From an optimization exercise on the open Yosys and OpenROAD flow, aimed at small area, a short achievable clock period and few clock cycles per item; shortcuts taken in it are not production practice.
Where RTL was checked, it was by simulation tests only, not by an equivalence proof against the original.

==> v1 <==
==> flow/design.v <==
`timescale 1ns / 1ps
module k_table(
    input [5:0] round,
    output reg [31:0] constant
    );
    always @*
    begin
    case (round)
        6'h00 : constant <= 32'h428a2f98;
        6'h01 : constant <= 32'h71374491;
        6'h02 : constant <= 32'hb5c0fbcf;
        6'h03 : constant <= 32'he9b5dba5;
        6'h04 : constant <= 32'h3956c25b;
        6'h05 : constant <= 32'h59f111f1;
        6'h06 : constant <= 32'h923f82a4;
        6'h07 : constant <= 32'hab1c5ed5;
        6'h08 : constant <= 32'hd807aa98;
        6'h09 : constant <= 32'h12835b01;
        6'h0a : constant <= 32'h243185be;
        6'h0b : constant <= 32'h550c7dc3;
        6'h0c : constant <= 32'h72be5d74;
        6'h0d : constant <= 32'h80deb1fe;
        6'h0e : constant <= 32'h9bdc06a7;
        6'h0f : constant <= 32'hc19bf174;
        6'h10 : constant <= 32'he49b69c1;
        6'h11 : constant <= 32'hefbe4786;
        6'h12 : constant <= 32'h0fc19dc6;
        6'h13 : constant <= 32'h240ca1cc;
        6'h14 : constant <= 32'h2de92c6f;
        6'h15 : constant <= 32'h4a7484aa;
        6'h16 : constant <= 32'h5cb0a9dc;
        6'h17 : constant <= 32'h76f988da;
        6'h18 : constant <= 32'h983e5152;
        6'h19 : constant <= 32'ha831c66d;
        6'h1a : constant <= 32'hb00327c8;
        6'h1b : constant <= 32'hbf597fc7;
        6'h1c : constant <= 32'hc6e00bf3;
        6'h1d : constant <= 32'hd5a79147;
        6'h1e : constant <= 32'h06ca6351;
        6'h1f : constant <= 32'h14292967;
        6'h20 : constant <= 32'h27b70a85;
        6'h21 : constant <= 32'h2e1b2138;
        6'h22 : constant <= 32'h4d2c6dfc;
        6'h23 : constant <= 32'h53380d13;
        6'h24 : constant <= 32'h650a7354;
        6'h25 : constant <= 32'h766a0abb;
        6'h26 : constant <= 32'h81c2c92e;
        6'h27 : constant <= 32'h92722c85;
        6'h28 : constant <= 32'ha2bfe8a1;
        6'h29 : constant <= 32'ha81a664b;
        6'h2a : constant <= 32'hc24b8b70;
        6'h2b : constant <= 32'hc76c51a3;
        6'h2c : constant <= 32'hd192e819;
        6'h2d : constant <= 32'hd6990624;
        6'h2e : constant <= 32'hf40e3585;
        6'h2f : constant <= 32'h106aa070;
        6'h30 : constant <= 32'h19a4c116;
        6'h31 : constant <= 32'h1e376c08;
        6'h32 : constant <= 32'h2748774c;
        6'h33 : constant <= 32'h34b0bcb5;
        6'h34 : constant <= 32'h391c0cb3;
        6'h35 : constant <= 32'h4ed8aa4a;
        6'h36 : constant <= 32'h5b9cca4f;
        6'h37 : constant <= 32'h682e6ff3;
        6'h38 : constant <= 32'h748f82ee;
        6'h39 : constant <= 32'h78a5636f;
        6'h3a : constant <= 32'h84c87814;
        6'h3b : constant <= 32'h8cc70208;
        6'h3c : constant <= 32'h90befffa;
        6'h3d : constant <= 32'ha4506ceb;
        6'h3e : constant <= 32'hbef9a3f7;
        default: constant <= 32'hc67178f2;
endcase
end
endmodule
`timescale 1ns / 1ps
module sha_round(a, b, c, d, e, f, g, p, a_out, e_out);
input [31:0] a;
input [31:0] b;
input [31:0] c;
input [31:0] d;
input [31:0] e;
input [31:0] f;
input [31:0] g;
input [31:0] p;
output [31:0] a_out;
output [31:0] e_out;
function [63:0] csa;
    input [31:0] x;
    input [31:0] y;
    input [31:0] z;
    reg [31:0] cy;
    begin
        cy = (x & y) | (z & (x | y));
        csa = {cy[30:0], 1'b0, x ^ y ^ z};
    end
endfunction
function [63:0] c42;
    input [31:0] x;
    input [31:0] y;
    input [31:0] z;
    input [31:0] w;
    reg [31:0] t, co, ci, cy;
    begin
        co = (x & y) | (z & (x | y));
        ci = {co[30:0], 1'b0};
        t = x ^ y ^ z;
        cy = ((t ^ w) & ci) | (~(t ^ w) & w);
        c42 = {cy[30:0], 1'b0, t ^ w ^ ci};
    end
endfunction
wire [31:0] ch = (e & f) ^ (~e & g);
wire [31:0] ma = (a & b) | (c & (a | b));
wire [31:0] sum0 = {a[1:0], a[31:2]} ^ {a[12:0], a[31:13]} ^ {a[21:0], a[31:22]};
wire [31:0] sum1 = {e[5:0], e[31:6]} ^ {e[10:0], e[31:11]} ^ {e[24:0], e[31:25]};
wire [63:0] e2 = c42(p, d, ch, sum1);
assign e_out = e2[31:0] + e2[63:32];
wire [63:0] a2 = c42(ch, ma, sum0, sum1);
wire [63:0] a3 = csa(p, a2[31:0], a2[63:32]);
assign a_out = a3[31:0] + a3[63:32];
endmodule
`timescale 1ns / 1ps
module message_schedule(w0, w1, w9, w14, message);
input [31:0] w0;
input [31:0] w1;
input [31:0] w9;
input [31:0] w14;
output [31:0] message;
wire [31:0] s0 = {w1[6:0], w1[31:7]} ^ {w1[17:0], w1[31:18]} ^ {3'b0, w1[31:3]};
wire [31:0] s1 = {w14[16:0], w14[31:17]} ^ {w14[18:0], w14[31:19]} ^ {10'b0, w14[31:10]};
wire [31:0] p = w0 ^ w9 ^ s0;
wire [31:0] pc = (w0 & w9) | (s0 & (w0 | w9));
wire [31:0] pcs = {pc[30:0], 1'b0};
wire [31:0] q = p ^ pcs ^ s1;
wire [31:0] qc = (p & pcs) | (s1 & (p | pcs));
wire [31:0] qcs = {qc[30:0], 1'b0};
assign message = q + qcs;
endmodule
`timescale 1ns / 1ps
`timescale 1ns / 1ps
module block_solver (
	input clk,
	input rst_n,
	input [255:0] midstate,
	input [95:0] header_leftovers,
	input [255:0] target,
	input [31:0] nonce_start,
	output [2:0] state_out,
	output [31:0] current_nonce
);
localparam integer NP = 1;    
reg [5:0] t;         
reg ld;              
reg q61, q62, q63;   
reg p0, p1;          
reg [1:0] fill;      
reg done;
reg nosol;
reg [31:0] cur;      
reg [31:0] mwa, mwe;  
reg [31:0] k_in;     
reg [31:0] k_out;    
reg [31:0] twa, twe;  
reg [1:0] lp;        
wire [31:0] k_rom;
k_table constants (.round(ld ? 6'd1 : (t == 6'd63 ? 6'd0 : t + 6'd2)), .constant(k_rom));
wire [31:0] feed = cur + (fill == 2'd2 ? 2 * NP : (fill == 2'd1 ? NP : 0));
reg [31:0] in_alt;
always @(*) begin
	in_alt = 32'h0;
	if (ld) in_alt = 32'h00000280;
	else case (t)
		6'd49: in_alt = header_leftovers[95:64];
		6'd50: in_alt = header_leftovers[63:32];
		6'd51: in_alt = header_leftovers[31:0];
		6'd53: in_alt = 32'h80000000;
		default: in_alt = 32'h0;
	endcase
end
wire in_nonce = !ld && t == 6'd52;
wire in_comp = !ld && (t < 6'd48);
wire [31:0] out_alt = p0 ? 32'h00000100 : (!ld && t == 6'd58 ? 32'h80000000 : 32'h0);
wire out_comp = !ld && !p0 && (t <= 6'd48);
always @(posedge clk) begin
	if (!ld && t == 6'd60) begin
		mwa <= midstate[159:128]; mwe <= midstate[31:0];
	end else if (q61) begin
		mwa <= midstate[191:160]; mwe <= midstate[63:32];
	end else if (q62) begin
		mwa <= midstate[223:192]; mwe <= midstate[95:64];
	end else begin
		mwa <= midstate[255:224]; mwe <= midstate[127:96];
	end
	if (q61) begin
		twa <= target[127:96];    twe <= target[255:224];
	end else if (q62) begin
		twa <= target[95:64];     twe <= target[223:192];
	end else if (q63) begin
		twa <= target[63:32];     twe <= target[191:160];
	end else begin
		twa <= target[31:0];      twe <= target[159:128];
	end
	lp <= q61 ? 2'd0 : lp + 2'd1;
	k_in <= k_rom;
	k_out <= k_in;
end
wire [NP-1:0] found;
localparam [255:0] IV = {
	32'h6a09e667, 32'hbb67ae85, 32'h3c6ef372, 32'ha54ff53a,
	32'h510e527f, 32'h9b05688c, 32'h1f83d9ab, 32'h5be0cd19};
reg [31:0] ia_w, ie_w;
always @(*) begin
	case (lp)
	2'd0: begin ia_w = IV[159:128]; ie_w = IV[31:0];   end
	2'd1: begin ia_w = IV[191:160]; ie_w = IV[63:32];  end
	2'd2: begin ia_w = IV[223:192]; ie_w = IV[95:64];  end
	default: begin ia_w = IV[255:224]; ie_w = IV[127:96]; end
	endcase
end
function [1:0] cmp32;
	input [31:0] x;
	input [31:0] y;
	reg [31:0] lt, gt;
	integer l, i;
	begin
		lt = ~x & y;
		gt = x & ~y;
		for (l = 1; l < 32; l = l * 2)
			for (i = 0; i < 32; i = i + 2 * l) begin
				lt[i] = lt[i + l] | (~gt[i + l] & lt[i]);
				gt[i] = gt[i + l] | (~lt[i + l] & gt[i]);
			end
		cmp32 = {lt[0], gt[0]};
	end
endfunction
genvar j, k;
generate
	for (j = 0; j < NP; j = j + 1) begin : pipe
		wire [223:0] st [0:1];
		wire [31:0] h1a, h1e;
		for (k = 0; k < 2; k = k + 1) begin : eng
			reg [223:0] s;       
			reg [511:0] w;
			reg [31:0] p;
			wire [31:0] a_out, e_out;
			wire [31:0] wnew;
			wire eld = k ? p0 : ld;             
			wire e63 = k ? ld : q63;            
			wire [223:0] init = k ? IV[255:32] : midstate[255:32];
			wire [31:0] init_h = k ? IV[31:0] : midstate[31:0];
			wire [31:0] kn = k ? k_out : k_in;
			sha_round core_op (
				.a(s[223:192]), .b(s[191:160]), .c(s[159:128]), .d(s[127:96]),
				.e(s[95:64]), .f(s[63:32]), .g(s[31:0]), .p(p),
				.a_out(a_out), .e_out(e_out));
			message_schedule messages (
				.w0(w[31:0]), .w1(w[63:32]), .w9(w[9*32 +: 32]), .w14(w[14*32 +: 32]),
				.message(wnew));
			wire hcomp = k ? out_comp : in_comp;
			wire [31:0] halt = k ? out_alt : (in_nonce ? feed + j : in_alt);
			wire [31:0] head = hcomp ? wnew : halt;
			wire [511:0] shifted = {head, w[511:32]};
			wire [31:0] hn = s[31:0];
			wire [31:0] wn = w[63:32];
			wire [31:0] pc = (hn & kn) | (wn & (hn | kn));
			wire [31:0] p_next = (hn ^ kn ^ wn) + {pc[30:0], 1'b0};
			always @(posedge clk) begin
				s[223:32] <= eld ? init[223:32] : {a_out, s[223:128], e_out, s[95:64]};
				s[31:0] <= eld ? init[31:0] : (e63 ? init_h : s[63:32]);
				p <= p_next;
				if (k) begin
					w[511:384] <= shifted[511:384];
					w[383:352] <= q61 ? h1e : shifted[383:352];                 
					w[351:320] <= shifted[351:320];
					w[319:288] <= q62 ? h1e : shifted[319:288];                 
					w[287:256] <= shifted[287:256];
					w[255:224] <= q61 ? h1a : (q63 ? h1e : shifted[255:224]);   
					w[223:192] <= shifted[223:192];
					w[191:160] <= q62 ? h1a : (ld ? h1e : shifted[191:160]);    
					w[159:128] <= shifted[159:128];
					w[127:96]  <= q63 ? h1a : shifted[127:96];                  
					w[95:64]   <= shifted[95:64];
					w[63:32]   <= ld ? h1a : shifted[63:32];                    
					w[31:0]    <= shifted[31:0];
				end else begin
					w <= shifted;
				end
			end
			assign st[k] = s;
		end
		assign h1a = st[0][223:192] + mwa;
		assign h1e = st[0][95:64] + mwe;
		wire [31:0] h2a = st[1][223:192] + ia_w;
		wire [31:0] h2e = st[1][95:64] + ie_w;
		wire [31:0] hva = {h2a[7:0], h2a[15:8], h2a[23:16], h2a[31:24]};
		wire [31:0] hve = {h2e[7:0], h2e[15:8], h2e[23:16], h2e[31:24]};
		wire hi_lt, hi_gt, lo_lt, lo_gt;
		assign {hi_lt, hi_gt} = cmp32(hve, twe);
		assign {lo_lt, lo_gt} = cmp32(hva, twa);
		reg hlt, hgt, llt, lgt;    
		always @(posedge clk) begin
			hlt <= (hlt | (!hgt & hi_lt)) & !q62 | q62 & hi_lt;
			hgt <= (hgt | (!hlt & hi_gt)) & !q62 | q62 & hi_gt;
			llt <= (llt | (!lgt & lo_lt)) & !q62 | q62 & lo_lt;
			lgt <= (lgt | (!llt & lo_gt)) & !q62 | q62 & lo_gt;
		end
		assign found[j] = hlt | (!hgt & llt);
	end
endgenerate
reg stop;
reg stop_found;
reg [31:0] inc;
integer i;
always @(*) begin
	stop = 1'b0;
	stop_found = 1'b0;
	inc = NP;
	for (i = NP - 1; i >= 0; i = i - 1) begin
		if (found[i] || cur == 32'hffffffff - i) begin
			stop = 1'b1;
			stop_found = found[i];
			inc = i;
		end
	end
end
wire step = p1 && !done && fill == 2'd2;
always @(posedge clk) begin
	if (!rst_n) begin
		t <= 6'd49;
		ld <= 1'b0;
		q61 <= 1'b0;
		q62 <= 1'b0;
		q63 <= 1'b0;
		p0 <= 1'b0;
		p1 <= 1'b0;
		fill <= 2'd0;
		done <= 1'b0;
		nosol <= 1'b0;
		cur <= nonce_start;
	end else begin
		if (!ld) t <= t + 6'd1;
		q61 <= !ld && (t == 6'd60);
		q62 <= q61;
		q63 <= q62;
		ld <= q63;
		p0 <= ld;
		p1 <= p0;
		cur <= cur + (step ? inc : 32'd0);
		if (p1 && !done) begin
			if (fill != 2'd2) begin
				fill <= fill + 2'd1;
			end else if (stop) begin
				done <= 1'b1;
				nosol <= !stop_found;
			end
		end
	end
end
assign state_out = {1'b0, done, nosol};
assign current_nonce = cur;
endmodule
==> flow/flow/run.sh <==
#!/bin/bash
set -euo pipefail
export SETUP_SLACK_MARGIN=11.7
export BUFFER_PORTS_ARGS="-buffer_cell sky130_fd_sc_hd__buf_1"
bash standard.sh > standard.log 2>&1
==> flow/standard.sh <==
#!/bin/bash
# synth_recipe.tcl (not shown) runs the flow's synth.tcl, then flattens the netlist and writes it again
# the make line also repeats each setting of config.mk as NAME=value (left out here)
make -C /OpenROAD-flow-scripts/flow DESIGN_CONFIG=/design/flow/config.mk WORK_HOME=/design/flow/orfs CLKGATE_MAP_FILE= SYNTH_SCRIPT=/design/flow/synth_recipe.tcl "${@:-finish}"
==> flow/config.mk <==
export PLATFORM = sky130hd
export DESIGN_NAME = block_solver
export DESIGN_NICKNAME = block_solver
export VERILOG_FILES = /design/flow/design.v
export SDC_FILE = /design/flow/constraint.sdc
export NUM_CORES = 8
export LEC_CHECK = 0
export ABC_AREA = 1
export CAP_MARGIN = 20
export CORE_MARGIN = 2
export CORE_UTILIZATION = 55
export PLACE_DENSITY = 0.85
export SLEW_MARGIN = 20
export SYNTH_HIERARCHICAL = 1
export SYNTH_MINIMUM_KEEP_SIZE = 400
==> flow/constraint.sdc <==
create_clock -name core_clock -period 16.0 [get_ports {clk}]
set_input_delay 3.2000 -clock core_clock [delete_from_list [all_inputs] [get_ports {clk}]]
set_output_delay 3.2000 -clock core_clock [all_outputs]
set_load 0.01 [all_outputs]
==> inputs of v36, as changes to v1 <==
--- a/flow/design.v
+++ b/flow/design.v
@@ -148,7 +148,7 @@
 	output [2:0] state_out,
 	output [31:0] current_nonce
 );
-localparam integer NP = 1;    
+localparam integer NP = 2;    
 reg [5:0] t;         
 reg ld;              
 reg q61, q62, q63;   
@@ -157,6 +157,8 @@
 reg done;
 reg nosol;
 reg [31:0] cur;      
+reg [31:0] cur_o;
+reg done_o, nosol_o;
 reg [31:0] mwa, mwe;  
 reg [31:0] k_in;     
 reg [31:0] k_out;    
@@ -191,15 +193,6 @@
 	end else begin
 		mwa <= midstate[255:224]; mwe <= midstate[127:96];
 	end
-	if (q61) begin
-		twa <= target[127:96];    twe <= target[255:224];
-	end else if (q62) begin
-		twa <= target[95:64];     twe <= target[223:192];
-	end else if (q63) begin
-		twa <= target[63:32];     twe <= target[191:160];
-	end else begin
-		twa <= target[31:0];      twe <= target[159:128];
-	end
 	lp <= q61 ? 2'd0 : lp + 2'd1;
 	k_in <= k_rom;
 	k_out <= k_in;
@@ -208,6 +201,14 @@
 localparam [255:0] IV = {
 	32'h6a09e667, 32'hbb67ae85, 32'h3c6ef372, 32'ha54ff53a,
 	32'h510e527f, 32'h9b05688c, 32'h1f83d9ab, 32'h5be0cd19};
+always @(*) begin
+	case (lp)
+	2'd0: begin twa = target[127:96]; twe = target[255:224]; end
+	2'd1: begin twa = target[95:64];  twe = target[223:192]; end
+	2'd2: begin twa = target[63:32];  twe = target[191:160]; end
+	default: begin twa = target[31:0]; twe = target[159:128]; end
+	endcase
+end
 reg [31:0] ia_w, ie_w;
 always @(*) begin
 	case (lp)
@@ -356,6 +357,11 @@
 		end
 	end
 end
-assign state_out = {1'b0, done, nosol};
-assign current_nonce = cur;
+always @(posedge clk) begin
+	cur_o <= cur;
+	done_o <= rst_n && done;
+	nosol_o <= nosol;
+end
+assign state_out = {1'b0, done_o, nosol_o};
+assign current_nonce = cur_o;
 endmodule
==> flow/flow/run.sh (replaced) <==
#!/bin/bash
set -euo pipefail
export SETUP_SLACK_MARGIN=11.6
export BUFFER_PORTS_ARGS="-buffer_cell sky130_fd_sc_hd__buf_1"
bash standard.sh > standard.log 2>&1
--- a/flow/config.mk
+++ b/flow/config.mk
@@ -8,8 +8,8 @@
 export ABC_AREA = 1
 export CAP_MARGIN = 20
 export CORE_MARGIN = 2
-export CORE_UTILIZATION = 55
-export PLACE_DENSITY = 0.85
+export CORE_UTILIZATION = 58
+export PLACE_DENSITY = 0.7
 export SLEW_MARGIN = 20
 export SYNTH_HIERARCHICAL = 1
 export SYNTH_MINIMUM_KEEP_SIZE = 400
==> inputs of v2, as changes to v1 <==
--- a/flow/design.v
+++ b/flow/design.v
@@ -157,6 +157,8 @@
 reg done;
 reg nosol;
 reg [31:0] cur;      
+reg [31:0] cur_o;
+reg done_o, nosol_o;
 reg [31:0] mwa, mwe;  
 reg [31:0] k_in;     
 reg [31:0] k_out;    
@@ -337,6 +339,9 @@
 		done <= 1'b0;
 		nosol <= 1'b0;
 		cur <= nonce_start;
+		done_o <= 1'b0;
+		nosol_o <= 1'b0;
+		cur_o <= nonce_start;
 	end else begin
 		if (!ld) t <= t + 6'd1;
 		q61 <= !ld && (t == 6'd60);
@@ -346,16 +351,19 @@
 		p0 <= ld;
 		p1 <= p0;
 		cur <= cur + (step ? inc : 32'd0);
+		cur_o <= cur_o + (step ? inc : 32'd0);
 		if (p1 && !done) begin
 			if (fill != 2'd2) begin
 				fill <= fill + 2'd1;
 			end else if (stop) begin
 				done <= 1'b1;
 				nosol <= !stop_found;
+				done_o <= 1'b1;
+				nosol_o <= !stop_found;
 			end
 		end
 	end
 end
-assign state_out = {1'b0, done, nosol};
-assign current_nonce = cur;
+assign state_out = {1'b0, done_o, nosol_o};
+assign current_nonce = cur_o;
 endmodule
==> flow/flow/run.sh (replaced) <==
#!/bin/bash
set -euo pipefail
export SETUP_SLACK_MARGIN=11.75
export BUFFER_PORTS_ARGS="-buffer_cell sky130_fd_sc_hd__buf_1"
bash standard.sh > standard.log 2>&1
==> inputs of v28, as changes to v1 <==
--- a/flow/design.v
+++ b/flow/design.v
@@ -148,7 +148,7 @@
 	output [2:0] state_out,
 	output [31:0] current_nonce
 );
-localparam integer NP = 1;    
+localparam integer NP = 2;    
 reg [5:0] t;         
 reg ld;              
 reg q61, q62, q63;   
==> qor summary <==
metric	v36	v1	v2	v28
Maximum clock path buffer count	4	3	3	4
Number of sequential storage elements	3,292	1,782	1,814	-
Met1 wire length	290 mm	137 mm	145 mm	-
Number of failing setup endpoints in the final timing report	0	0	0	-
Area of all sequential standard cells	66,700 µm²	36,100 µm²	36,800 µm²	-
Rel. slew slack	0.215	0.279	0.234	-
Highest clock rate	0.212 GHz	0.218 GHz	0.218 GHz	-
Outcome	finished clean	finished clean	finished clean	aborted with a tool error
Failing step	-	-	-	global routing (5_1_grt)
TritonCTS clock tree	yes	yes	yes	-
Post CTS Setup Buffer Count	4	33	28	89
Multi-input comb cells	16,000	9,028	9,069	-
Gates resized, CTS repair	455	205	233	878
Share of the clock period used by the worst path	0.295	0.286	0.287	-
Final worst-path setup slack	11.28 ns	11.42 ns	11.41 ns	-
Worst flop-to-flop path endpoint	pipe[0].eng[0].w[505]	pipe[0].eng[1].s[222]	pipe[0].eng[1].s[211]	-
Well-Tap Cells	4,100	2,325	2,340	-
Register-to-Register Setup Slack	11.33 ns	11.72 ns	11.80 ns	-
Combined buffer and inverter count along the critical path	1	1	1	-
Longest individual stage delay on the worst path	0.33 ns	0.40 ns	0.38 ns	-
Layout Skew	0.154 ns	0.0489 ns	0.0759 ns	-
Worst setup path class	register to output pin	register to output pin	register to output pin	-
Testbench counts of v28, summed over its fixed seeds: cycles 438,127, nonces 13,087.
For v1, v36 and v2, only the layout was checked, not whether the RTL still works.

static timing again, ports no longer ideal:
No port has a modelled driver above. Below, the same layouts with a new extraction and two added sets of constraints. Step 1, drivers: a clkbuf_16 drives clk and a buf_2 each remaining input, both assumed. Step 2, shift: input delay + t, output delay - t, t = (earliest + latest rising clock arrival at the registers) / 2. This alone moves slack from input paths to output paths. Slacks: ideal ports / drivers / drivers and shift; pairs: ideal ports / drivers.
| run | t, ns | setup slack, ns | worst hold slack (ns) |
|---|---|---|---|
| v1 | 0.936 | 11.422 / 11.332 / 11.553 | 0.301 / 0.301 / 0.301 |
| v36 | 1.079 | 11.281 / 11.163 / 10.617 | 0.212 / 0.212 / 0.212 |
| v2 | 0.948 | 11.411 / 11.328 / 10.983 | 0.295 / 0.295 / 0.295 |
After both steps every run listed still meets setup and hold. For v36, which loses most, drivers alone change the setup slack by -0.118 ns; drivers and shift together by -0.664 ns.
